This is an optimization exercise on Yosys and OpenROAD, whose aim is small area and a short achievable clock period, not a production implementation.
Where RTL was checked, it was by simulation tests only, not by an equivalence proof against the original.
No functional check of the RTL was part of runs 1 and 3.
Power is estimated from default activity; no workload was simulated.

### flow/flow/run.sh
#!/bin/bash
# The standard layout, except that synthesis leaves the adders to ABC
# instead of mapping them onto the library's half- and full-adder cells.
set -euo pipefail
bash standard.sh ADDER_MAP_FILE= finish > standard_make.log 2>&1
### flow/standard.sh
#!/bin/bash
# synth_recipe.tcl (not shown) runs the flow's synth.tcl, then flattens the netlist and writes it again
# the make line also repeats each setting of config.mk as NAME=value (left out here)
make -C /OpenROAD-flow-scripts/flow DESIGN_CONFIG=/design/flow/config.mk WORK_HOME=/design/flow/orfs CLKGATE_MAP_FILE= SYNTH_SCRIPT=/design/flow/synth_recipe.tcl "${@:-finish}"
### flow/config.mk
export PLATFORM = sky130hd
export DESIGN_NAME = cnn_top_with_pool
export DESIGN_NICKNAME = cnn_top_with_pool
export VERILOG_FILES = /design/flow/design.v
export SDC_FILE = /design/flow/constraint.sdc
export NUM_CORES = 4
export LEC_CHECK = 0
export ABC_CLOCK_PERIOD_IN_PS = 1600
export CAP_MARGIN = 20
export CORE_MARGIN = 2
export CORE_UTILIZATION = 60
export CTS_CLUSTER_DIAMETER = 60
export CTS_CLUSTER_SIZE = 30
export SETUP_SLACK_MARGIN = 2.4
export SLEW_MARGIN = 20
### flow/constraint.sdc
create_clock -name core_clock -period 4.0 [get_ports {clk}]
set_input_delay 0.8000 -clock core_clock [delete_from_list [all_inputs] [get_ports {clk}]]
set_output_delay 0.8000 -clock core_clock [all_outputs]
set_load 0.01 [all_outputs]
### flow/design.v
module linebuffer_3x3 #
(
    parameter DATA_W = 8,
    parameter IMG_W  = 8      
)
(
    input  wire                     clk,
    input  wire                     rst,
    input  wire                     in_valid,
    input  wire signed [DATA_W-1:0] pixel_in,
    output reg                      out_valid,
    output reg signed [DATA_W-1:0]  p00, p01, p02,
    output reg signed [DATA_W-1:0]  p10, p11, p12,
    output reg signed [DATA_W-1:0]  p20, p21, p22
);
    reg signed [DATA_W-1:0] line1 [0:IMG_W-1];
    reg signed [DATA_W-1:0] line2 [0:IMG_W-1];
    integer i;
    reg [15:0] col;  
    always @(posedge clk) begin
        if (rst) begin
            for (i=0; i<IMG_W; i=i+1) begin
                line1[i] <= 0;
                line2[i] <= 0;
            end
            col <= 0;
            out_valid <= 0;
            p00 <= 0; p01 <= 0; p02 <= 0;
            p10 <= 0; p11 <= 0; p12 <= 0;
            p20 <= 0; p21 <= 0; p22 <= 0;
        end
        else if (in_valid) begin
            line2[col] <= line1[col];
            line1[col] <= pixel_in;
            if (col >= 2) begin
                p00 <= line2[col-2];
                p01 <= line2[col-1];
                p02 <= line2[col];
                p10 <= line1[col-2];
                p11 <= line1[col-1];
                p12 <= line1[col];
                p20 <= 0;  
                p21 <= 0;
                p22 <= 0;
                out_valid <= 1'b1;
            end else begin
                out_valid <= 1'b0;
            end
            if (col == IMG_W-1)
                col <= 0;
            else
                col <= col + 1;
        end else begin
            out_valid <= 0;
        end
    end
endmodule
module conv3x3_single_ch #
(
    parameter DATA_W = 8,
    parameter FRAC   = 4,
    parameter W00=0,parameter W01=0,parameter W02=0,
    parameter W10=0,parameter W11=0,parameter W12=0,
    parameter W20=0,parameter W21=0,parameter W22=0,
    parameter BIAS=0
)
(
    input  wire                     clk,
    input  wire                     rst,
    input  wire                     in_valid,
    input  wire signed [DATA_W-1:0] p00,p01,p02,p10,p11,p12,p20,p21,p22,
    output reg  signed [DATA_W-1:0] out_data,
    output reg                      out_valid
);
    reg signed [DATA_W+12:0] acc;
    reg signed [DATA_W+7:0]  prod;
    always @(posedge clk) begin
        if (rst) begin
            out_valid<=0; out_data<=0;
        end else if (in_valid) begin
            acc=0;
            prod=p00*W00; acc=acc+prod;
            prod=p01*W01; acc=acc+prod;
            prod=p02*W02; acc=acc+prod;
            prod=p10*W10; acc=acc+prod;
            prod=p11*W11; acc=acc+prod;
            prod=p12*W12; acc=acc+prod;
            prod=p20*W20; acc=acc+prod;
            prod=p21*W21; acc=acc+prod;
            prod=p22*W22; acc=acc+prod;
            acc=acc+(BIAS<<<FRAC);
            out_data<=acc>>>FRAC;
            out_valid<=1;
        end else
            out_valid<=0;
    end
endmodule
module batchnorm_scale_shift #
(
    parameter DATA_W = 8,
    parameter FRAC   = 4,
    parameter GAMMA  = (1<<FRAC),  
    parameter BETA   = 0           
)
(
    input  wire                     clk,
    input  wire                     rst,
    input  wire signed [DATA_W-1:0] in_data,
    input  wire                     in_valid,
    output reg  signed [DATA_W-1:0] out_data,
    output reg                      out_valid
);
    reg signed [DATA_W+7:0] mult, res;
    always @(posedge clk) begin
        if (rst) begin
            out_data  <= 0;
            out_valid <= 0;
        end else begin
            if (in_valid) begin
                mult = in_data * GAMMA;
                res  = (mult >>> FRAC) + BETA;
                out_data <= res[DATA_W-1:0];
                out_valid <= 1'b1;
            end else
                out_valid <= 1'b0;
        end
    end
endmodule
module leaky_relu #
(
    parameter DATA_W = 8,
    parameter FRAC   = 4,
    parameter A_NUM  = 1,
    parameter A_DEN  = 4
)
(
    input  wire                     clk,
    input  wire                     rst,
    input  wire signed [DATA_W-1:0] in_data,
    input  wire                     in_valid,
    output reg  signed [DATA_W-1:0] out_data,
    output reg                      out_valid
);
    reg signed [DATA_W+7:0] prod;
    reg signed [DATA_W+7:0] scaled;    
    always @(posedge clk) begin
        if (rst) begin
            out_data  <= 0;
            out_valid <= 0;
        end
        else begin
            if (in_valid) begin
                if (in_data[DATA_W-1] == 1'b0) begin
                    out_data <= in_data;
                end
                else begin
                    prod = in_data * A_NUM;
                    if (A_DEN == 1)
                        scaled = prod;
                    else if (A_DEN == 2)
                        scaled = prod >>> 1;
                    else if (A_DEN == 4)
                        scaled = prod >>> 2;
                    else
                        scaled = prod / A_DEN;
                    out_data <= scaled[DATA_W-1:0];
                end
                out_valid <= 1'b1;
            end
            else begin
                out_valid <= 1'b0;
            end
        end
    end
endmodule
module linebuffer_2x2 #
(
    parameter DATA_W = 8,
    parameter IMG_W  = 8
)
(
    input  wire                     clk,
    input  wire                     rst,
    input  wire                     in_valid,
    input  wire signed [DATA_W-1:0] pixel_in,
    output reg                      out_valid,
    output reg signed [DATA_W-1:0]  p00, p01,
    output reg signed [DATA_W-1:0]  p10, p11
);
    reg signed [DATA_W-1:0] linebuf [0:IMG_W-1];
    integer i;
    reg [15:0] col;
    reg row_valid;
    always @(posedge clk) begin
        if (rst) begin
            col <= 0;
            out_valid <= 0;
            for (i=0;i<IMG_W;i=i+1)
                linebuf[i] <= 0;
        end else if (in_valid) begin
            if (col < IMG_W)
                col <= col + 1;
            else
                col <= 1;
            if (row_valid && col >= 2) begin
                p00 <= linebuf[col-2];
                p01 <= linebuf[col-1];
                p10 <= pixel_in;
                p11 <= pixel_in;  
                out_valid <= 1;
            end else begin
                out_valid <= 0;
            end
            linebuf[col-1] <= pixel_in;
        end else begin
            out_valid <= 0;
        end
    end
    always @(posedge clk) begin
        if (rst)
            row_valid <= 0;
        else if (in_valid && col == IMG_W)
            row_valid <= 1;
    end
endmodule
module maxpool2x2 #
(
    parameter DATA_W = 8
)
(
    input  wire                     clk,
    input  wire                     rst,
    input  wire                     in_valid,
    input  wire signed [DATA_W-1:0] p00,
    input  wire signed [DATA_W-1:0] p01,
    input  wire signed [DATA_W-1:0] p10,
    input  wire signed [DATA_W-1:0] p11,
    output reg  signed [DATA_W-1:0] out_data,
    output reg                      out_valid
);
    reg signed [DATA_W-1:0] max1;
    reg signed [DATA_W-1:0] max2;
    always @(posedge clk) begin
        if (rst) begin
            out_valid <= 1'b0;
            out_data  <= {DATA_W{1'b0}};
            max1 <= {DATA_W{1'b0}};
            max2 <= {DATA_W{1'b0}};
        end else begin
            if (in_valid) begin
                if (p00 > p01) max1 <= p00;
                else           max1 <= p01;
                if (p10 > p11) max2 <= p10;
                else           max2 <= p11;
                if ( (p00 > p01 ? p00 : p01) > (p10 > p11 ? p10 : p11) )
                    out_data <= (p00 > p01 ? p00 : p01);
                else
                    out_data <= (p10 > p11 ? p10 : p11);
                out_valid <= 1'b1;
            end else begin
                out_valid <= 1'b0;
            end
        end
    end
endmodule
module cnn_top_with_pool #
(
    parameter DATA_W = 8,
    parameter FRAC   = 4,
    parameter IMG_W  = 32
)
(
    input  wire                     clk,
    input  wire                     rst,
    input  wire                     in_valid,
    input  wire signed [DATA_W-1:0] pixel_in,
    output reg                      out_valid,
    output reg signed [DATA_W-1:0]  out_data
);
    integer i;
    function gt;
        input [7:0] a, b;
        reg   [7:0] ua, ub, g0, e0;
        reg   [3:0] g1, e1;
        reg   [1:0] g2, e2;
        integer j;
        begin
            ua = {~a[7], a[6:0]};
            ub = {~b[7], b[6:0]};
            g0 = ua & ~ub;
            e0 = ~(ua ^ ub);
            for (j = 0; j < 4; j = j + 1) begin
                g1[j] = g0[2*j+1] | (e0[2*j+1] & g0[2*j]);
                e1[j] = e0[2*j+1] & e0[2*j];
            end
            for (j = 0; j < 2; j = j + 1) begin
                g2[j] = g1[2*j+1] | (e1[2*j+1] & g1[2*j]);
                e2[j] = e1[2*j+1] & e1[2*j];
            end
            gt = g2[1] | (e2[1] & g2[0]);
        end
    endfunction
    reg  [4:0] col;           
    reg        row1;          
    reg  [7:0] x1, x2;        
    reg  [4:0] yl1;           
    reg  [3:0] yh1;           
    reg  [4:0] al1;           
    reg  [3:0] ah1;           
    reg        fe1;           
    reg        m1;            
    always @(posedge clk) begin
        if (rst) begin
            col  <= 5'd0;
            row1 <= 1'b0;
            fe1  <= 1'b0;
        end else begin
            fe1 <= in_valid & (|col[4:1]);
            if (in_valid) begin
                col <= col + 5'd1;
                if (&col) row1 <= 1'b1;
            end
        end
        m1 <= row1;
        if (in_valid && !rst) begin
            x1 <= pixel_in;
            x2 <= x1;
        end
        yl1 <= {1'b0, pixel_in[3:0]} + {1'b0, x1[3:0]};
        yh1 <= pixel_in[7:4] + x1[7:4];
        al1 <= {1'b0, x1[1:0], 2'b00} - {1'b0, x2[3:0]};
        ah1 <= x1[5:2] - x2[7:4];
    end
    reg  [7:0] yl [0:29];     
    reg  [4:0] cl2;           
    reg  [3:0] ch2;           
    reg        fe2;
    wire [7:0] y1   = {yh1 + {3'b000, yl1[4]}, yl1[3:0]};
    wire [7:0] yold = yl[29] & {8{m1}};
    always @(posedge clk) begin
        if (fe1) begin
            yl[0] <= y1;
            for (i = 1; i < 30; i = i + 1)
                yl[i] <= yl[i-1];
        end
        cl2 <= {1'b0, al1[3:0]} - {1'b0, yold[3:0]};
        ch2 <= ah1 - yold[7:4] - {3'b000, al1[4]};
        if (rst) fe2 <= 1'b0;
        else     fe2 <= fe1;
    end
    reg  [3:0] bl3;           
    reg  [1:0] bc3;           
    reg  [3:0] bh3;           
    reg        fe3;
    wire [3:0] chm  = ch2 - 4'd1;
    wire [3:0] hs0  = ch2 + {ch2[3], ch2[3:1]};
    wire [3:0] hs1  = chm + {chm[3], chm[3:1]};
    wire       c4   = ch2[0] ^ cl2[4];
    wire [5:0] blo  = {2'b00, cl2[3:0]} + {2'b00, c4, cl2[3:1]} + 6'd4;
    always @(posedge clk) begin
        bl3 <= blo[3:0];
        bc3 <= blo[5:4];
        bh3 <= cl2[4] ? hs1 : hs0;
        if (rst) fe3 <= 1'b0;
        else     fe3 <= fe2;
    end
    reg  signed [7:0] f4;
    reg        fe4;
    wire [7:0] b = {bh3 + {2'b00, bc3}, bl3};
    always @(posedge clk) begin
        f4 <= b[7] ? {b[7], b[7], b[7:2]} : b;
        if (rst) fe4 <= 1'b0;
        else     fe4 <= fe3;
    end
    reg  signed [7:0] fl [0:31];     
    reg  signed [7:0] f5;
    reg        c29, c30;      
    reg        sl5;           
    reg        fe5;
    always @(posedge clk) begin
        f5  <= f4;
        c29 <= gt(f4, fl[29]);
        c30 <= gt(f4, fl[30]);
        if (rst) begin
            fe5 <= 1'b0;
            sl5 <= 1'b0;
        end else begin
            fe5 <= fe4;
            sl5 <= fe5;
        end
    end
    reg  [4:0] d;             
    reg        any;           
    reg        row2;          
    reg        res;           
    reg  signed [7:0] p6, f6;        
    reg        v6;
    always @(posedge clk) begin
        if (rst) begin
            d    <= 5'd31;
            any  <= 1'b0;
            row2 <= 1'b0;
            res  <= 1'b0;
        end else if (fe5) begin
            d    <= d + 5'd1;
            any  <= 1'b1;
            if (any && (&d)) row2 <= 1'b1;
            res  <= ~(&d) & (row2 | (any & (&d)));
        end
        if (fe5) begin
            fl[0] <= f5;
            for (i = 1; i < 31; i = i + 1)
                fl[i] <= fl[i-1];
            fl[31] <= (sl5 ? c29 : c30) ? f5 : fl[30];
        end
        p6 <= fl[31];
        f6 <= f5;
        if (rst) v6 <= 1'b0;
        else     v6 <= fe5 & res;
    end
    always @(posedge clk) begin
        out_data <= gt(f6, p6) ? f6 : p6;
        if (rst) out_valid <= 1'b0;
        else     out_valid <= v6;
    end
endmodule
==> results of run 1 <==
metrics by stage:
step	instance area [sq um]	power [uW]	utilization, %	hold slack, ns	setup slack [ns]
2_1_floorplan	19500	8020	-	0.323	1.11
3_5_place_dp	20200	8270	63.7	0.330	1.66
5_1_grt	21800	12600	68.7	0.356	2.09
6_report	21800	12100	68.7	0.350	2.16
4_1_cts	21600	12300	68.0	0.352	2.16
3_3_place_gp	20200	8230	63.7	0.327	1.72
cell usage after synthesis, drive strengths merged, types with 2 or more instances:
library cell | count | area share (%)
mux2 | 15 | 0.87
nand3 | 5 | 0.13
o22ai | 3 | 0.097
a41oi | 2 | 0.090
a221o | 2 | 0.10
xnor2 | 45 | 2.0
o31ai | 3 | 0.12
and2 | 3 | 0.097
nand2b | 12 | 0.39
a21oi | 18 | 0.46
a31oi | 4 | 0.13
maj3 | 17 | 0.91
dfxtp | 102 | 11
a222oi | 2 | 0.10
clkbuf | 6 | 0.12
mux2i | 2 | 0.10
or3b | 2 | 0.090
nor2b | 13 | 0.42
edfxtp | 512 | 79
o21ai | 11 | 0.34
o21bai | 4 | 0.15
nand2 | 25 | 0.48
nor3 | 5 | 0.13
o211ai | 3 | 0.12
xor2 | 17 | 0.77
and3 | 4 | 0.13
nor2 | 28 | 0.54
inv | 29 | 0.56
critical path, stage by stage (launching register included):
cell,delay (ns)
dfxtp_2,0.33
inv_2,0.06
a222oi_1,0.08
a221o_1,0.36
maj3_2,0.32
o21ai_4,0.25
mux2_4,0.34
sequential cells by signal, indices dropped and copies added, names as in the netlist, 8 cells and up:
| name | flops |
|---|---|
| fl | 256 |
| yl | 240 |
| f4 | 8 |
| f5 | 8 |
| f6 | 8 |
| out_data | 8 |
| p6 | 8 |
| x1 | 8 |
| x2 | 8 |
where the power goes:
part | internal (uW) | switching [uW]
clock network | 1920 | 2020
registers | 7190 | 240
logic | 418 | 341
total | 9530 | 2600
how the worst max path moves through the flow:
| stage | to | startpoint | slack [ns] | depth (start not counted) |
|---|---|---|---|---|
| floorplan | d[4] | fe5 | 1.11 | 4 |
| global placement | yl1[4] | pixel_in[0] | 1.72 | 5 |
| detailed placement | yl1[4] | pixel_in[0] | 1.66 | 5 |
| CTS | out_data[1] | p6[2] | 2.16 | 6 |
| global route | out_data[1] | p6[1] | 2.09 | 6 |
| finish | out_data[1] | p6[2] | 2.16 | 6 |
metal layers:
layer | wire length [microns] | share of wire [%] | global-route usage, % | vias up
met1 | 11500 | 48 | 21.0 | 3831
met4 | 506 | 2.1 | 4.83 | 0
met3 | 785 | 3.3 | 2.58 | 40
li1 | - | - | - | 3579
met5 | 0 | 0 | 0 | -
met2 | 11200 | 47 | 22.0 | 91
logic make-up (layout without fill, tap and decap cells):
| logic type | count (synthesis) | count (layout) | synth area share [%] |
|---|---|---|---|
| buffers and inverters | 35 | 137 | 0.678 |
| AND/OR/NAND/NOR | 101 | 101 | 2.56 |
| flip-flops | 614 | 614 | 89.9 |
| multiplexers | 17 | 17 | 0.975 |
| XOR/XNOR | 62 | 62 | 2.80 |
| AO/OA/AOI/OAI | 63 | 63 | 2.23 |
| adder cells (fa/ha/maj) | 17 | 17 | 0.910 |
repair_timing:
| item | CTS | global route |
|---|---|---|
| gates cloned | 0 | 1 |
| pin swaps | 8 | 10 |
| resized for setup | 58 | 41 |
| setup buffers | 12 | 4 |
| endpoints found under the setup margin | 322 | 340 |
| endpoints found under the hold margin | 0 | 0 |
cell type report:
cell class / count / area, sq um / area share, %
flip-flops and latches: 614 / 17400 / 80.0
inverters: 29 / 109 / 0.499
well taps: 402 / 503 / 2.31
repair buffers: 43 / 467 / 2.14
clock buffers: 39 / 943 / 4.33
multi-input cells: 260 / 2070 / 9.49
clock inverters: 26 / 267 / 1.22
layout by cell type (no fill, tap or decap), drive strengths merged, types with 3 or more instances in the layout:
cell,instances
xnor2,45
nor2,28
o31ai,3
buf,32
nand2,25
and2,3
maj3,17
clkdlybuf4s50,6
clkinvlp,6
clkbuf,40
o21bai,4
a21oi,18
nor3,5
nand3,5
nor2b,13
and3,4
o22ai,3
o21ai,11
clkinv,9
a31oi,4
mux2,15
xor2,17
dfxtp,102
nand2b,12
edfxtp,512
o211ai,3
inv,38
==> impl_metrics.sql, run 1 <==
INSERT INTO impl_metrics (metric_group, metric, value, unit) VALUES
('run_status', 'status', 'timing/DRC/antenna clean', ''),
('clock_tree', 'cts_inserted_buffers', '37', ''),
('die', 'start_util', '61.1', '%'),
('logic_synthesis', 'async_reset_ff_share', '0', '%'),
('place', 'number_of_buffer_cells_added_on_primary_ports', '19', ''),
('drt', 'antenna_left', '0', ''),
('power_and_ir_drop', 'power.static_leakage', '0.00715', 'uW'),
('clock_tree', 'ctsHtreeMaxLevel', '2', ''),
('sta', 'slew_headroom', '61.3', '%'),
('drt', 'routed_wire_length_per_instance', '17.0', 'microns'),
('power_and_ir_drop', 'powerDensity', '557', 'mW/mm^2'),
('grt', 'first_global_vias', '7384', ''),
('worst_setup_path', 'start_kind', 'register', ''),
('grt', 'number_of_antenna_violations_at_the_first_check_in_global_routing', '0', ''),
('worst_setup_path', 'reg2reg_depth', '6', ''),
('sta', 'grt_setup_unrepaired', 'true', ''),
('place', 'finalWeightedCongestion', '0.779', ''),
('place', 'detailed_place_hpwl', '12200', 'microns'),
('clock_tree', 'cts-root-to-sink-buffers', '3', ''),
('drt', 'drt_pre_antenna_iters', '4', ''),
('logic_synthesis', 'netlist-cell-type-count', '49', ''),
('worst_setup_path', 'required', '4.42', 'ns'),
('final_layout', 'design.final.nets', '996', ''),
('logic_synthesis', 'mappedNetlistArea', '0.0194', 'sq mm'),
('drt', 'route.vias.total', '7541', ''),
('min_path', 'hp-class', 'register to register', ''),
('die', 'pin_count', '20', ''),
('logic_synthesis', 'synth_edf_count', '512', ''),
('drt', 'detail_route.wirelength', '24000', 'microns'),
('die', 'die_height', '184', 'microns'),
('logic_synthesis', 'synth_warnings', '3', ''),
('worst_setup_path', 'crit_fanout', '5', ''),
('logic_synthesis', 'average_cell_area_after_synthesis', '21.3', 'sq um'),
('sta', 'tns', '0', 'ns'),
('sta', 'finalCriticalPeriod', '1.84', 'ns'),
('worst_setup_path', 'worstReg2RegEnd', 'out_data[1]', ''),
('die', 'fp-row-count', '65', ''),
('worst_setup_path', 'timing.rr.start', 'p6[2]', ''),
('final_layout', 'antenna_cells', '0', ''),
('logic_synthesis', 'ys_dominant_reg_cell', 'edfxtp_1', ''),
('drt', 'vias_per_cell', '5.34', ''),
('grt', 'grt_first_pass_wirelength', '38100', 'microns'),
('die', 'core_area', '0.0317', 'sq mm'),
('worst_setup_path', 'crit_type', 'register to register', ''),
('min_path', 'hold_path_end', 'p6[7]', ''),
('die', 'design.die.area', '0.0338', 'sq mm'),
('worst_setup_path', 'timing.reg2reg.setup_slack', '2.16', 'ns'),
('clock_tree', 'holdBufCountCts', '0', ''),
('final_layout', 'fin_cells', '1413', ''),
('place', 'post-place-cells', '1331', ''),
('sta', 'timing_max_transition_violations_final', '0', ''),
('die', 'chipWidth', '184', 'microns'),
('min_path', 'worstHoldStart', 'fl[31][7]', ''),
('clock_tree', 'clkSlewWorstSetupHoldPaths', '0.09', 'ns'),
('drt', 'detail_route.drc_violations', '0', ''),
('worst_setup_path', 'critical_path_arrival', '2.26', 'ns'),
('power_and_ir_drop', 'peak_supply_drop', '0.000373', 'V'),
('grt', 'pin_count_of_the_biggest_net_entering_global_routing', '118', ''),
('flow_run', 'cap_violations', '0', ''),
('final_layout', 'n_fill_cell', '2018', ''),
('sta', 'final.setup_skew', '0.0139', 'ns'),
('logic_synthesis', 'syn-instance-count', '909', ''),
('sta', 'period_share', '46.0', '%'),
('min_path', 'timing.hold.worst_path_depth', '0', ''),
('logic_synthesis', 'postSynthRegisterBits', '614', ''),
('logic_synthesis', 'synthesis.nets', '920', ''),
('clock_tree', 'clock_sink_count', '614', ''),
('logic_synthesis', 'synth.yosys.seq_area_share', '89.9', '%'),
('sta', 'timing.fmax', '543', 'MHz'),
('clock_tree', 'clk_root_buffer_cell', 'clkbuf_16', ''),
('grt', 'overflow', '0', ''),
('sta', 'worst-slew-pin-transition', '0.580', 'ns'),
('drt', 'detail_route.iter0.violations', '528', ''),
('final_layout', 'drive_above_1_share', '16.7', '%'),
('clock_tree', 'clkLatencyLatePin', '0.53', 'ns'),
('final_layout', 'area_delta_synth_final', '12.5', '%'),
('worst_setup_path', 'end_kind', 'register', ''),
('grt', 'total_grt_usage', '14.3', '%'),
('clock_tree', 'cts_tree', 'yes', ''),
('sta', 'hold_viol', '0', ''),
('sta', 'report.final.setup_viol', '0', '');
==> run 2, diff against run 1 <==
--- a/flow/design.v
+++ b/flow/design.v
@@ -280,33 +280,18 @@
     integer i;
-    function gt;
-        input [7:0] a, b;
-        reg   [7:0] ua, ub, g0, e0;
-        reg   [3:0] g1, e1;
-        reg   [1:0] g2, e2;
-        integer j;
-        begin
-            ua = {~a[7], a[6:0]};
-            ub = {~b[7], b[6:0]};
-            g0 = ua & ~ub;
-            e0 = ~(ua ^ ub);
-            for (j = 0; j < 4; j = j + 1) begin
-                g1[j] = g0[2*j+1] | (e0[2*j+1] & g0[2*j]);
-                e1[j] = e0[2*j+1] & e0[2*j];
-            end
-            for (j = 0; j < 2; j = j + 1) begin
-                g2[j] = g1[2*j+1] | (e1[2*j+1] & g1[2*j]);
-                e2[j] = e1[2*j+1] & e1[2*j];
-            end
-            gt = g2[1] | (e2[1] & g2[0]);
-        end
-    endfunction
+    reg       v0;
+    reg [7:0] p0;
+    always @(posedge clk) begin
+        p0 <= pixel_in;
+        if (rst) v0 <= 1'b0;
+        else     v0 <= in_valid;
+    end
     reg  [4:0] col;           
     reg        row1;          
-    reg  [7:0] x1, x2;        
-    reg  [4:0] yl1;           
-    reg  [3:0] yh1;           
-    reg  [4:0] al1;           
-    reg  [3:0] ah1;           
-    reg        fe1;           
-    reg        m1;            
+    reg  [7:0] x1;            
+    reg  [7:0] t;             
+    reg  [7:0] yl [0:29];     
+    reg  [7:0] c_r;
+    reg        vc;
+    wire       feat = |col[4:1];
+    wire [7:0] yold = row1 ? yl[29] : 8'd0;
     always @(posedge clk) begin
@@ -315,29 +300,12 @@
             row1 <= 1'b0;
-            fe1  <= 1'b0;
-        end else begin
-            fe1 <= in_valid & (|col[4:1]);
-            if (in_valid) begin
-                col <= col + 5'd1;
-                if (&col) row1 <= 1'b1;
-            end
-        end
-        m1 <= row1;
-        if (in_valid && !rst) begin
-            x1 <= pixel_in;
-            x2 <= x1;
+        end else if (v0) begin
+            col <= col + 5'd1;
+            if (&col) row1 <= 1'b1;
+        end
+        if (v0) begin
+            x1 <= p0;
+            t  <= {p0[5:0], 2'b00} - x1;
         end
-        yl1 <= {1'b0, pixel_in[3:0]} + {1'b0, x1[3:0]};
-        yh1 <= pixel_in[7:4] + x1[7:4];
-        al1 <= {1'b0, x1[1:0], 2'b00} - {1'b0, x2[3:0]};
-        ah1 <= x1[5:2] - x2[7:4];
-    end
-    reg  [7:0] yl [0:29];     
-    reg  [4:0] cl2;           
-    reg  [3:0] ch2;           
-    reg        fe2;
-    wire [7:0] y1   = {yh1 + {3'b000, yl1[4]}, yl1[3:0]};
-    wire [7:0] yold = yl[29] & {8{m1}};
-    always @(posedge clk) begin
-        if (fe1) begin
-            yl[0] <= y1;
+        if (v0 && feat) begin
+            yl[0] <= p0 + x1;
             for (i = 1; i < 30; i = i + 1)
@@ -345,47 +313,13 @@
         end
-        cl2 <= {1'b0, al1[3:0]} - {1'b0, yold[3:0]};
-        ch2 <= ah1 - yold[7:4] - {3'b000, al1[4]};
-        if (rst) fe2 <= 1'b0;
-        else     fe2 <= fe1;
-    end
-    reg  [3:0] bl3;           
-    reg  [1:0] bc3;           
-    reg  [3:0] bh3;           
-    reg        fe3;
-    wire [3:0] chm  = ch2 - 4'd1;
-    wire [3:0] hs0  = ch2 + {ch2[3], ch2[3:1]};
-    wire [3:0] hs1  = chm + {chm[3], chm[3:1]};
-    wire       c4   = ch2[0] ^ cl2[4];
-    wire [5:0] blo  = {2'b00, cl2[3:0]} + {2'b00, c4, cl2[3:1]} + 6'd4;
-    always @(posedge clk) begin
-        bl3 <= blo[3:0];
-        bc3 <= blo[5:4];
-        bh3 <= cl2[4] ? hs1 : hs0;
-        if (rst) fe3 <= 1'b0;
-        else     fe3 <= fe2;
-    end
-    reg  signed [7:0] f4;
-    reg        fe4;
-    wire [7:0] b = {bh3 + {2'b00, bc3}, bl3};
-    always @(posedge clk) begin
-        f4 <= b[7] ? {b[7], b[7], b[7:2]} : b;
-        if (rst) fe4 <= 1'b0;
-        else     fe4 <= fe3;
-    end
-    reg  signed [7:0] fl [0:31];     
-    reg  signed [7:0] f5;
-    reg        c29, c30;      
-    reg        sl5;           
-    reg        fe5;
-    always @(posedge clk) begin
-        f5  <= f4;
-        c29 <= gt(f4, fl[29]);
-        c30 <= gt(f4, fl[30]);
-        if (rst) begin
-            fe5 <= 1'b0;
-            sl5 <= 1'b0;
-        end else begin
-            fe5 <= fe4;
-            sl5 <= fe5;
-        end
+        c_r <= t - yold;
+        if (rst) vc <= 1'b0;
+        else     vc <= v0 & feat;
+    end
+    wire [7:0] b = c_r + {c_r[7], c_r[7:1]} + 8'd4;
+    reg  signed [7:0] f_r;
+    reg        vf;
+    always @(posedge clk) begin
+        f_r <= b[7] ? {b[7], b[7], b[7:2]} : b;
+        if (rst) vf <= 1'b0;
+        else     vf <= vc;
     end
@@ -394,5 +328,7 @@
     reg        row2;          
-    reg        res;           
-    reg  signed [7:0] p6, f6;        
-    reg        v6;
+    reg  signed [7:0] fl [0:30];     
+    reg  signed [7:0] q;             
+    wire       push = |d;
+    wire signed [7:0] fnext = push ? fl[29] : fl[30];
+    wire signed [7:0] r = (f_r > q) ? f_r : q;
     always @(posedge clk) begin
@@ -402,24 +338,17 @@
             row2 <= 1'b0;
-            res  <= 1'b0;
-        end else if (fe5) begin
-            d    <= d + 5'd1;
-            any  <= 1'b1;
+        end else if (vf) begin
+            d   <= d + 5'd1;
+            any <= 1'b1;
             if (any && (&d)) row2 <= 1'b1;
-            res  <= ~(&d) & (row2 | (any & (&d)));
         end
-        if (fe5) begin
-            fl[0] <= f5;
+        if (vf && push) begin
+            fl[0] <= f_r;
             for (i = 1; i < 31; i = i + 1)
                 fl[i] <= fl[i-1];
-            fl[31] <= (sl5 ? c29 : c30) ? f5 : fl[30];
         end
-        p6 <= fl[31];
-        f6 <= f5;
-        if (rst) v6 <= 1'b0;
-        else     v6 <= fe5 & res;
-    end
-    always @(posedge clk) begin
-        out_data <= gt(f6, p6) ? f6 : p6;
+        if (vf)
+            q <= (f_r > fnext) ? f_r : fnext;
+        out_data <= r;
         if (rst) out_valid <= 1'b0;
-        else     out_valid <= v6;
+        else     out_valid <= vf & push & row2;
     end
==> flow/run.sh (new file) <==
#!/bin/bash
# synth_recipe.tcl (not shown) runs the flow's synth.tcl, then flattens the netlist and writes it again
# the make line also repeats each setting of config.mk as NAME=value (left out here)
make -C /OpenROAD-flow-scripts/flow DESIGN_CONFIG=/design/flow/config.mk WORK_HOME=/design/flow/orfs CLKGATE_MAP_FILE= SYNTH_SCRIPT=/design/flow/synth_recipe.tcl finish
==> flow/config.mk (replaced) <==
export PLATFORM = sky130hd
export DESIGN_NAME = cnn_top_with_pool
export DESIGN_NICKNAME = cnn_top_with_pool
export VERILOG_FILES = /design/flow/design.v
export SDC_FILE = /design/flow/constraint.sdc
export NUM_CORES = 4
export LEC_CHECK = 0
export CAP_MARGIN = 20
export CORE_MARGIN = 2
export CORE_UTILIZATION = 40
export SLEW_MARGIN = 20
removed: flow/flow/run.sh
removed: flow/standard.sh
==> run 2 against run 1 <==
Power rose by 2.2%. Largest power group unchanged. Critical path depth rose by 6. Synthesized cell count fell by 4.4%. Maximum frequency fell by 47%. Largest cell class unchanged. Clock power rose by 22%.
==> impl_metrics.sql, run 2 <==
INSERT INTO impl_metrics (metric_group, metric, value, unit) VALUES
('sta', 'final_worst_hold_slack', '0.409', 'ns'),
('die', 'die_height', '220', 'microns'),
('sta', 'period_share', '86.8', '%'),
('power_and_ir_drop', 'combPwrFrac', '7.7', '%'),
('die', 'core_area', '0.0464', 'sq mm'),
('sta', 'timing.fmax', '288', 'MHz'),
('logic_synthesis', 'postSynthRegisterBits', '561', ''),
('grt', 'total_grt_usage', '9.62', '%'),
('drt', 'drt-met1-wl', '11900', 'microns'),
('drt', 'route.vias.total', '7374', ''),
('power_and_ir_drop', 'sequentialPowerShare', '53.6', '%'),
('flow_run', 'cap_violations', '0', ''),
('logic_synthesis', 'syn-instance-count', '869', ''),
('die', 'chipWidth', '220', 'microns'),
('power_and_ir_drop', 'p_int', '9780', 'uW'),
('worst_setup_path', 'worstPathCellList', 'inv_2, ha_4, nor4b_4, buf_4, mux2i_1, ha_1, nand2_2, a211oi_2, a311o_1, nand2b_1, o21ai_0, o311ai_0', ''),
('power_and_ir_drop', 'power.static_leakage', '0.00710', 'uW'),
('worst_setup_path', 'start_kind', 'register', ''),
('place', 'detailed_place_hpwl', '11800', 'microns'),
('sta', 'finalCriticalPeriod', '3.47', 'ns'),
('worst_setup_path', 'required', '4.27', 'ns'),
('logic_synthesis', 'library_cell_occupying_the_most_area_in_the_post_synthesis_netlist', 'edfxtp_1', ''),
('die', 'pin_count', '20', ''),
('die', 'fp-row-count', '79', ''),
('worst_setup_path', 'crit_fanout', '18', ''),
('drt', 'route.met2.wl', '9480', 'microns'),
('worst_setup_path', 'crit_family', 'compound AO/OA/AOI/OAI gates', ''),
('power_and_ir_drop', 'p_sw_share', '21.1', '%'),
('place', 'finalWeightedCongestion', '0.791', ''),
('clock_tree', 'cts_inserted_buffers', '51', ''),
('logic_synthesis', 'synth_top_cells_by_area', 'edfxtp_1 (82%), dfxtp_1 (5.2%), ha_1 (3.5%)', ''),
('logic_synthesis', 'synth_top_area_share', '82.1', '%'),
('logic_synthesis', 'most_numerous_cell_types_in_the_synthesized_netlist', 'edfxtp_1 (512), ha_1 (53), dfxtp_1 (49), inv_1 (39), xnor2_1 (19)', ''),
('logic_synthesis', 'mappedNetlistArea', '0.0187', 'sq mm'),
('worst_setup_path', 'critical_path.slowest_cell', 'ha_1', ''),
('final_layout', 'top_register', 'fl', ''),
('clock_tree', 'clkLatencyLatePin', '0.57', 'ns'),
('clock_tree', 'clkSlewWorstSetupHoldPaths', '0.06', 'ns'),
('sta', 'worst-slew-pin-transition', '0.833', 'ns'),
('sta', 'final.setup_skew', '0.0224', 'ns'),
('sta', 'timing_max_transition_violations_final', '0', ''),
('grt', 'grt_first_pass_wirelength', '37300', 'microns'),
('power_and_ir_drop', 'peak_supply_drop', '0.000390', 'V'),
('clock_tree', 'clk_root_buffer_cell', 'clkbuf_16', ''),
('power_and_ir_drop', 'net-switching-power', '2620', 'uW'),
('clock_tree', 'ctsResizeCount', '0', ''),
('drt', 'routed_wire_length_per_instance', '14.4', 'microns'),
('worst_setup_path', 'crit_type', 'register to register', ''),
('final_layout', 'reg.largest.list', 'fl (248), yl (240)', ''),
('die', 'design.die.area', '0.0485', 'sq mm'),
('run_status', 'status', 'timing/DRC/antenna clean', ''),
('drt', 'detail_route.wirelength', '22900', 'microns'),
('drt', 'detail_route.drc_violations', '0', ''),
('drt', 'route.met3.wl', '945', 'microns'),
('clock_tree', 'cts-root-to-sink-buffers', '3', ''),
('sta', 'grt_setup_unrepaired', 'false', ''),
('worst_setup_path', 'biggest_cell_delay_along_the_critical_path', '0.49', 'ns'),
('final_layout', 'design.final.nets', '1008', ''),
('logic_synthesis', 'synth.yosys.seq_area_share', '87.4', '%'),
('final_layout', 'drive_above_1_share', '11.9', '%'),
('grt', 'pin_count_of_the_biggest_net_entering_global_routing', '156', ''),
('sta', 'hold_viol', '0', ''),
('final_layout', 'area_delta_synth_final', '14.6', '%'),
('logic_synthesis', 'synth_edf_count', '512', ''),
('sta', 'timing.final.ws_setup', '0.527', 'ns'),
('logic_synthesis', 'synthesis.nets', '936', ''),
('drt', 'antenna_left', '0', ''),
('min_path', 'hp-class', 'register to register', ''),
('place', 'number_of_buffer_cells_added_on_primary_ports', '19', ''),
('logic_synthesis', 'async_reset_ff_share', '0', '%'),
('drt', 'detail_route.iter0.violations', '657', ''),
('drt', 'vias_per_cell', '4.64', ''),
('place', 'pre_cts_ws', '0.593', 'ns'),
('grt', 'first_global_vias', '7199', ''),
('drt', 'drt_pre_antenna_iters', '6', ''),
('sta', 'slew_headroom', '44.4', '%'),
('logic_synthesis', 'netlist-cell-type-count', '50', ''),
('final_layout', 'final_cell_area', '0.0215', 'sq mm'),
('final_layout', 'mostFrequentLayoutCell', 'edfxtp_1', ''),
('logic_synthesis', 'average_cell_area_after_synthesis', '21.5', 'sq um'),
('logic_synthesis', 'ys_dominant_reg_cell', 'edfxtp_1', ''),
('final_layout', 'mostFrequentLayoutCells', 'edfxtp_1 (512), ha_1 (52), clkbuf_16 (52)', ''),
('sta', 'report.final.setup_viol', '0', ''),
('drt', 'dr.max_layer_used', 'met4', ''),
('clock_tree', 'cts.repair_timing.setup_buffer_count', '0', ''),
('power_and_ir_drop', 'total_power', '12400', 'uW'),
('logic_synthesis', 'synth_most_common_cell', 'edfxtp_1', ''),
('grt', 'overflow', '0', ''),
('clock_tree', 'ctsHtreeMaxLevel', '2', ''),
('logic_synthesis', 'synth_warnings', '3', ''),
('place', 'placed_area', '0.0198', 'sq mm'),
('worst_setup_path', 'critical_path_arrival', '3.74', 'ns'),
('power_and_ir_drop', 'powerDensity', '578', 'mW/mm^2'),
('worst_setup_path', 'crit_buf_inv', '2', ''),
('final_layout', 'largest_register_ffs', '248', ''),
('power_and_ir_drop', 'clock_power_share', '38.7', '%'),
('worst_setup_path', 'end_kind', 'register', ''),
('clock_tree', 'clock_sink_count', '561', ''),
('die', 'start_util', '40.4', '%'),
('final_layout', 'antenna_cells', '0', ''),
('grt', 'number_of_antenna_violations_at_the_first_check_in_global_routing', '0', ''),
('clock_tree', 'holdBufCountCts', '0', ''),
('clock_tree', 'cts_tree', 'yes', '');
-- run 2: changes by cell type after synthesis, sizes merged, moves of 7 or more --
cell | previous run | this run
nand2b | 12 | 5
a21o | 1 | 8
maj3 | 17 | 0
nor2 | 28 | 15
xor2 | 17 | 10
dfxtp | 102 | 49
xnor2 | 45 | 20
mux2i | 2 | 13
o311ai | 0 | 8
ha | 0 | 53
nand2 | 25 | 18
inv | 29 | 39
-- run 2: cells by family (layout without fill, tap and decap cells) --
kind of cell	Yosys count	after routing	share of synthesized area, %
compound gates	73	73	2.68
buf+inv	48	161	1.13
fa+ha+maj	56	56	3.86
simple gates	76	76	2.09
xor+xnor	30	30	1.44
flops	561	561	87.4
mux	25	25	1.42
-- run 2: layout make-up --
cell class,instances,area (sq um)
Clock inverter,28,292
Fill cell,3799,24900
Multi-Input combinational cell,260,2200
Tap cell,607,759
Clock buffer,66,1390
Inverter,39,146
Sequential cell,561,16400
Timing Repair Buffer,28,312
-- run 2: worst paths after layout --
kind	cells past startpoint	endpoint	slack, ns	start
min	0	fl[2][6]	0.41	fl[1][6]
max	12	q[3]	0.53	d[1]
max reg2reg	12	q[3]	0.53	d[1]
min reg2reg	0	fl[2][6]	0.41	fl[1][6]
-- run 2: stage by stage --
step | instances | utilization, % | TNS (ns)
4_1_cts | 1589 | 46.3 | 0
2_1_floorplan | 869 | - | -222.06
3_5_place_dp | 1495 | 42.6 | 0
3_3_place_gp | 1495 | 42.6 | 0
5_1_grt | 1589 | 46.3 | 0
6_report | 1589 | 46.3 | 0
-- run 2: routing by layer --
metal	up-vias	global-route usage [%]
li1	3507	-
met1	3684	14.9
met2	124	12.9
met3	59	2.31
met4	0	3.78
met5	-	0
-- run 2: power groups by stage --
stage | sequential (uW) | combinational, uW | clock [uW]
floorplan | 6730 | 735 | 0
global placement | 6770 | 937 | 0
detailed placement | 6770 | 961 | 0
CTS | 6650 | 969 | 4970
global route | 6660 | 1080 | 5220
finish | 6650 | 954 | 4800
==> run 3, diff against run 2 <==
--- a/flow/design.v
+++ b/flow/design.v
@@ -265,2 +265,61 @@
 endmodule
+module cnn_s1_logic (
+    input  wire [7:0] px, x1, t, yold,
+    output wire [7:0] y, tn,
+    output wire [4:0] cl,
+    output wire [3:0] ch
+);
+    assign y  = px + x1;
+    assign tn = {px[5:0], 2'b00} - x1;
+    assign cl = {1'b0, t[3:0]} - {1'b0, yold[3:0]};
+    assign ch = t[7:4] - yold[7:4];
+endmodule
+module cnn_s2_logic (
+    input  wire [4:0] cl2,
+    input  wire [3:0] ch2,
+    output wire [3:0] bl,
+    output wire [1:0] bc,
+    output wire [3:0] bh
+);
+    wire [3:0] chm = ch2 - 4'd1;
+    wire [3:0] hs0 = ch2 + {ch2[3], ch2[3:1]};
+    wire [3:0] hs1 = chm + {chm[3], chm[3:1]};
+    wire       c4  = ch2[0] ^ cl2[4];
+    wire [5:0] blo = {2'b00, cl2[3:0]} + {2'b00, c4, cl2[3:1]} + 6'd4;
+    assign bl = blo[3:0];
+    assign bc = blo[5:4];
+    assign bh = cl2[4] ? hs1 : hs0;
+endmodule
+module cnn_s3_logic (
+    input  wire [3:0] bl3,
+    input  wire [1:0] bc3,
+    input  wire [3:0] bh3,
+    output wire [7:0] f
+);
+    wire [7:0] b = {bh3 + {2'b00, bc3}, bl3};
+    assign f = b[7] ? {b[7], b[7], b[7:2]} : b;
+endmodule
+module cnn_gt8 (
+    input  wire [7:0] a, b,
+    output wire       gt
+);
+    wire [7:0] ua = {~a[7], a[6:0]};
+    wire [7:0] ub = {~b[7], b[6:0]};
+    wire [7:0] g0 = ua & ~ub;
+    wire [7:0] e0 = ~(ua ^ ub);
+    wire [3:0] g1 = {g0[7] | (e0[7] & g0[6]), g0[5] | (e0[5] & g0[4]),
+                     g0[3] | (e0[3] & g0[2]), g0[1] | (e0[1] & g0[0])};
+    wire [3:0] e1 = {e0[7] & e0[6], e0[5] & e0[4], e0[3] & e0[2], e0[1] & e0[0]};
+    wire [1:0] g2 = {g1[3] | (e1[3] & g1[2]), g1[1] | (e1[1] & g1[0])};
+    wire       e2 = e1[3] & e1[2];
+    assign gt = g2[1] | (e2 & g2[0]);
+endmodule
+module cnn_max8 (
+    input  wire [7:0] a, b,
+    output wire [7:0] m
+);
+    wire gt;
+    cnn_gt8 cmp (.a(a), .b(b), .gt(gt));
+    assign m = gt ? a : b;
+endmodule
 module cnn_top_with_pool #
@@ -280,9 +339,2 @@
     integer i;
-    reg       v0;
-    reg [7:0] p0;
-    always @(posedge clk) begin
-        p0 <= pixel_in;
-        if (rst) v0 <= 1'b0;
-        else     v0 <= in_valid;
-    end
     reg  [4:0] col;           
@@ -292,6 +344,11 @@
     reg  [7:0] yl [0:29];     
-    reg  [7:0] c_r;
-    reg        vc;
+    reg  [4:0] cl2;           
+    reg  [3:0] ch2;           
+    reg        fe2;           
     wire       feat = |col[4:1];
-    wire [7:0] yold = row1 ? yl[29] : 8'd0;
+    wire [7:0] y_n, t_n;
+    wire [4:0] cl_n;
+    wire [3:0] ch_n;
+    cnn_s1_logic s1 (.px(pixel_in), .x1(x1), .t(t), .yold(yl[29] & {8{row1}}),
+                     .y(y_n), .tn(t_n), .cl(cl_n), .ch(ch_n));
     always @(posedge clk) begin
@@ -300,12 +357,16 @@
             row1 <= 1'b0;
-        end else if (v0) begin
-            col <= col + 5'd1;
-            if (&col) row1 <= 1'b1;
-        end
-        if (v0) begin
-            x1 <= p0;
-            t  <= {p0[5:0], 2'b00} - x1;
+            fe2  <= 1'b0;
+        end else begin
+            fe2 <= in_valid & feat;
+            if (in_valid) begin
+                col <= col + 5'd1;
+                if (&col) row1 <= 1'b1;
+            end
         end
-        if (v0 && feat) begin
-            yl[0] <= p0 + x1;
+        if (in_valid) begin
+            x1 <= pixel_in;
+            t  <= t_n;
+        end
+        if (in_valid && feat) begin
+            yl[0] <= y_n;
             for (i = 1; i < 30; i = i + 1)
@@ -313,13 +374,47 @@
         end
-        c_r <= t - yold;
-        if (rst) vc <= 1'b0;
-        else     vc <= v0 & feat;
-    end
-    wire [7:0] b = c_r + {c_r[7], c_r[7:1]} + 8'd4;
-    reg  signed [7:0] f_r;
-    reg        vf;
-    always @(posedge clk) begin
-        f_r <= b[7] ? {b[7], b[7], b[7:2]} : b;
-        if (rst) vf <= 1'b0;
-        else     vf <= vc;
+        cl2 <= cl_n;
+        ch2 <= ch_n;
+    end
+    reg  [3:0] bl3;           
+    reg  [1:0] bc3;           
+    reg  [3:0] bh3;           
+    reg        fe3;
+    wire [3:0] bl_n, bh_n;
+    wire [1:0] bc_n;
+    cnn_s2_logic s2 (.cl2(cl2), .ch2(ch2), .bl(bl_n), .bc(bc_n), .bh(bh_n));
+    always @(posedge clk) begin
+        bl3 <= bl_n;
+        bc3 <= bc_n;
+        bh3 <= bh_n;
+        if (rst) fe3 <= 1'b0;
+        else     fe3 <= fe2;
+    end
+    reg  signed [7:0] f4;
+    reg        fe4;
+    wire [7:0] f_n;
+    cnn_s3_logic s3 (.bl3(bl3), .bc3(bc3), .bh3(bh3), .f(f_n));
+    always @(posedge clk) begin
+        f4 <= f_n;
+        if (rst) fe4 <= 1'b0;
+        else     fe4 <= fe3;
+    end
+    reg  signed [7:0] fl [0:31];     
+    reg  signed [7:0] f5;
+    reg        c29, c30;      
+    reg        sl5;           
+    reg        fe5;
+    wire       c29_n, c30_n;
+    cnn_gt8 g29 (.a(f4), .b(fl[29]), .gt(c29_n));
+    cnn_gt8 g30 (.a(f4), .b(fl[30]), .gt(c30_n));
+    always @(posedge clk) begin
+        f5  <= f4;
+        c29 <= c29_n;
+        c30 <= c30_n;
+        if (rst) begin
+            fe5 <= 1'b0;
+            sl5 <= 1'b0;
+        end else begin
+            fe5 <= fe4;
+            sl5 <= fe5;
+        end
     end
@@ -328,7 +423,5 @@
     reg        row2;          
-    reg  signed [7:0] fl [0:30];     
-    reg  signed [7:0] q;             
-    wire       push = |d;
-    wire signed [7:0] fnext = push ? fl[29] : fl[30];
-    wire signed [7:0] r = (f_r > q) ? f_r : q;
+    reg        res;           
+    reg  signed [7:0] p6, f6;        
+    reg        v6;
     always @(posedge clk) begin
@@ -338,17 +431,26 @@
             row2 <= 1'b0;
-        end else if (vf) begin
-            d   <= d + 5'd1;
-            any <= 1'b1;
+            res  <= 1'b0;
+        end else if (fe5) begin
+            d    <= d + 5'd1;
+            any  <= 1'b1;
             if (any && (&d)) row2 <= 1'b1;
+            res  <= ~(&d) & (row2 | (any & (&d)));
         end
-        if (vf && push) begin
-            fl[0] <= f_r;
+        if (fe5) begin
+            fl[0] <= f5;
             for (i = 1; i < 31; i = i + 1)
                 fl[i] <= fl[i-1];
+            fl[31] <= (sl5 ? c29 : c30) ? f5 : fl[30];
         end
-        if (vf)
-            q <= (f_r > fnext) ? f_r : fnext;
-        out_data <= r;
+        p6 <= fl[31];
+        f6 <= f5;
+        if (rst) v6 <= 1'b0;
+        else     v6 <= fe5 & res;
+    end
+    wire [7:0] r_n;
+    cnn_max8 mx (.a(f6), .b(p6), .m(r_n));
+    always @(posedge clk) begin
+        out_data <= r_n;
         if (rst) out_valid <= 1'b0;
-        else     out_valid <= vf & push & row2;
+        else     out_valid <= v6;
     end
==> flow/flow/run.sh (new file) <==
#!/bin/bash
# The standard layout, except that synthesis leaves the adders to ABC
# instead of mapping them onto the library's half- and full-adder cells.
set -euo pipefail
bash standard.sh ADDER_MAP_FILE= finish > standard_make.log 2>&1
==> flow/standard.sh (new file) <==
#!/bin/bash
# synth_recipe.tcl (not shown) runs the flow's synth.tcl, then flattens the netlist and writes it again
# the make line also repeats each setting of config.mk as NAME=value (left out here)
make -C /OpenROAD-flow-scripts/flow DESIGN_CONFIG=/design/flow/config.mk WORK_HOME=/design/flow/orfs CLKGATE_MAP_FILE= SYNTH_SCRIPT=/design/flow/synth_recipe.tcl "${@:-finish}"
--- a/flow/config.mk
+++ b/flow/config.mk
@@ -7,5 +7,10 @@
 export LEC_CHECK = 0
+export ABC_CLOCK_PERIOD_IN_PS = 1600
 export CAP_MARGIN = 20
 export CORE_MARGIN = 2
-export CORE_UTILIZATION = 40
+export CORE_UTILIZATION = 60
+export CTS_CLUSTER_DIAMETER = 60
+export CTS_CLUSTER_SIZE = 30
+export SETUP_SLACK_MARGIN = 2.4
 export SLEW_MARGIN = 20
+export SYNTH_HIERARCHICAL = 1
removed: flow/run.sh
==> run 3 against run 2 <==
Largest power group unchanged. Critical path depth fell by 6. Critical path type unchanged. Register-to-register slack improved by 1.6 ns. Clock skew up 0.0043 ns. Final area up 2.9%.
==> impl_metrics.sql, run 3 <==
INSERT INTO impl_metrics (metric_group, metric, value, unit) VALUES
('drt', 'drt_pre_antenna_iters', '4', ''),
('worst_setup_path', 'crit_fanout', '5', ''),
('sta', 'timing.final.ws_setup', '2.09', 'ns'),
('final_layout', 'area_delta_synth_final', '13.6', '%'),
('run_status', 'status', 'timing/DRC/antenna clean', ''),
('sta', 'finalCriticalPeriod', '1.91', 'ns'),
('place', 'placed_area', '0.0202', 'sq mm'),
('final_layout', 'mostFrequentLayoutCell', 'edfxtp_1', ''),
('clock_tree', 'ctsHtreeMaxLevel', '2', ''),
('sta', 'tns', '0', 'ns'),
('grt', 'pin_count_of_the_biggest_net_entering_global_routing', '100', ''),
('die', 'design.die.area', '0.0339', 'sq mm'),
('place', 'finalWeightedCongestion', '0.877', ''),
('min_path', 'timing.hold.worst_path_depth', '0', ''),
('clock_tree', 'clk_root_buffer_cell', 'clkbuf_16', ''),
('final_layout', 'drive_above_1_share', '21.0', '%'),
('sta', 'period_share', '47.7', '%'),
('grt', 'grt_first_pass_wirelength', '40700', 'microns'),
('logic_synthesis', 'most_numerous_cell_types_in_the_synthesized_netlist', 'edfxtp_1 (512), dfxtp_1 (82), xnor2_1 (47), inv_1 (27), nor2_1 (24)', ''),
('clock_tree', 'cts_tree', 'yes', ''),
('power_and_ir_drop', 'peak_supply_drop', '0.000350', 'V'),
('logic_synthesis', 'synth_warnings', '11', ''),
('logic_synthesis', 'netlist-cell-type-count', '63', ''),
('grt', 'first_global_vias', '7569', ''),
('worst_setup_path', 'critical_path_arrival', '2.16', 'ns'),
('final_layout', 'largest_register_ffs', '256', ''),
('logic_synthesis', 'synth_edf_count', '512', ''),
('worst_setup_path', 'start_kind', 'register', ''),
('logic_synthesis', 'syn-instance-count', '914', ''),
('worst_setup_path', 'crit_type', 'register to register', ''),
('drt', 'routed_wire_length_per_instance', '18.1', 'microns'),
('worst_setup_path', 'required', '4.26', 'ns'),
('grt', 'total_grt_usage', '15.5', '%'),
('sta', 'final_worst_hold_slack', '0.345', 'ns');
[run 3: modules after synthesis, one instance, submodules excluded]
module | cells | copies in the design | flops+latches | area [sq um]
cnn_gt8 | 20 | 3 | 0 | 155
cnn_s3_logic | 26 | 1 | 0 | 233
cnn_s2_logic | 35 | 1 | 0 | 251
cnn_top_with_pool | 659 | 1 | 594 | 17500
cnn_s1_logic | 125 | 1 | 0 | 862
cnn_max8 | 9 | 1 | 0 | 131
[run 3: per-layer routing]
metal	wire length (microns)	vias up	track usage (%)
li1	-	3633	-
met1	12400	3909	23.0
met2	11900	125	23.9
met3	948	46	2.75
met4	547	0	4.61
met5	0	-	0
[run 3: critical path, cell delays in order, from the launching register on]
cell and delay [ns]:
edfxtp_1 0.52, buf_4 0.20, o21ai_4 0.20, o2111ai_4 0.20, a41oi_2 0.28, o31ai_2 0.10
xnor2_1 0.14
[run 3: area by class of cell]
class                      instances  area (sq um)
sequential                       594         17000
clock buffer                      42           986
tap                              402           503
inverter                          27           101
multi-input combinational        275          2390
fill                            1930          9630
clock inverter                    22           265
timing repair buffer              64           795
[run 3: final timing paths]
kind,startpoint,to
setup reg to reg,x1[0],t[7]
setup / recovery,x1[0],t[7]
hold / removal,fl[31][4],p6[4]
hold reg to reg,fl[31][4],p6[4]
[run 3: logic make-up (layout without fill, tap and decap cells)]
| family | after synthesis | in the layout | share of synthesized area, % |
|---|---|---|---|
| xor gates and xnor gates | 65 | 65 | 3.02 |
| and+or+nand+nor | 100 | 100 | 2.91 |
| muxes | 23 | 23 | 1.58 |
| DFF | 594 | 594 | 87.5 |
| buffers and inverters | 46 | 155 | 1.25 |
| AOI/OAI and AO/OA | 71 | 72 | 2.89 |
| adders and majority gates | 15 | 15 | 0.843 |
[run 3: metrics by stage]
step | power (uW) | util, % | cells
after floorplan | 8050 | - | 914
after global placement | 8290 | 63.8 | 1324
after detailed placement | 8330 | 63.8 | 1324
after CTS | 12400 | 69.4 | 1418
after global routing | 12800 | 69.6 | 1426
final | 12300 | 69.6 | 1426
[run 3: report_power, final]
part	switching, uW	internal (uW)	leakage (uW)	total [uW]
combinational	410	577	0.00138	987
clock	1940	2030	0.000614	3980
sequential	280	7050	0.00532	7330
[run 3: what timing repair did]
item,CTS,global route
pin swaps,13,15
setup endpoints to repair,479,70
gates resized for setup,92,23
hold buffers,0,0
setup buffers,24,8
gates cloned,6,0

afterwards: timing with drivers on the ports:
Ports are ideal in the flow. The routed layouts listed here were re-timed in OpenROAD.
Step 1 (the two cells are an assumption about what drives the block):
set clk [get_ports {clk}]
set_driving_cell -lib_cell sky130_fd_sc_hd__clkbuf_16 $clk
set_driving_cell -lib_cell sky130_fd_sc_hd__buf_2 [delete_from_list [all_inputs] $clk]
Step 2 moves the port delays by t, midway between the first and last clock arrival at a register: inputs arrive t later, outputs are due t later. That takes back most of the time a late clock gives input paths.
Slacks: ideal ports / drivers / drivers and shift; pairs: ideal ports / drivers.
run | t, ns | slack for setup (ns) | clock arrival spread, ns | worst slew at a driven data input, ns
run 1 | 0.575 | 2.158 / 2.158 / 1.926 | 0.022 / 0.021 | 0.03
run 2 | 0.605 | 0.527 / 0.527 / 0.527 | 0.024 / 0.025 | 0.03
run 3 | 0.575 | 2.093 / 2.093 / 1.604 | 0.028 / 0.028 | 0.03
After both steps every run listed still meets setup and hold. For run 3, which loses most, drivers alone change the setup slack by 0.000 ns; drivers and shift together by -0.489 ns.
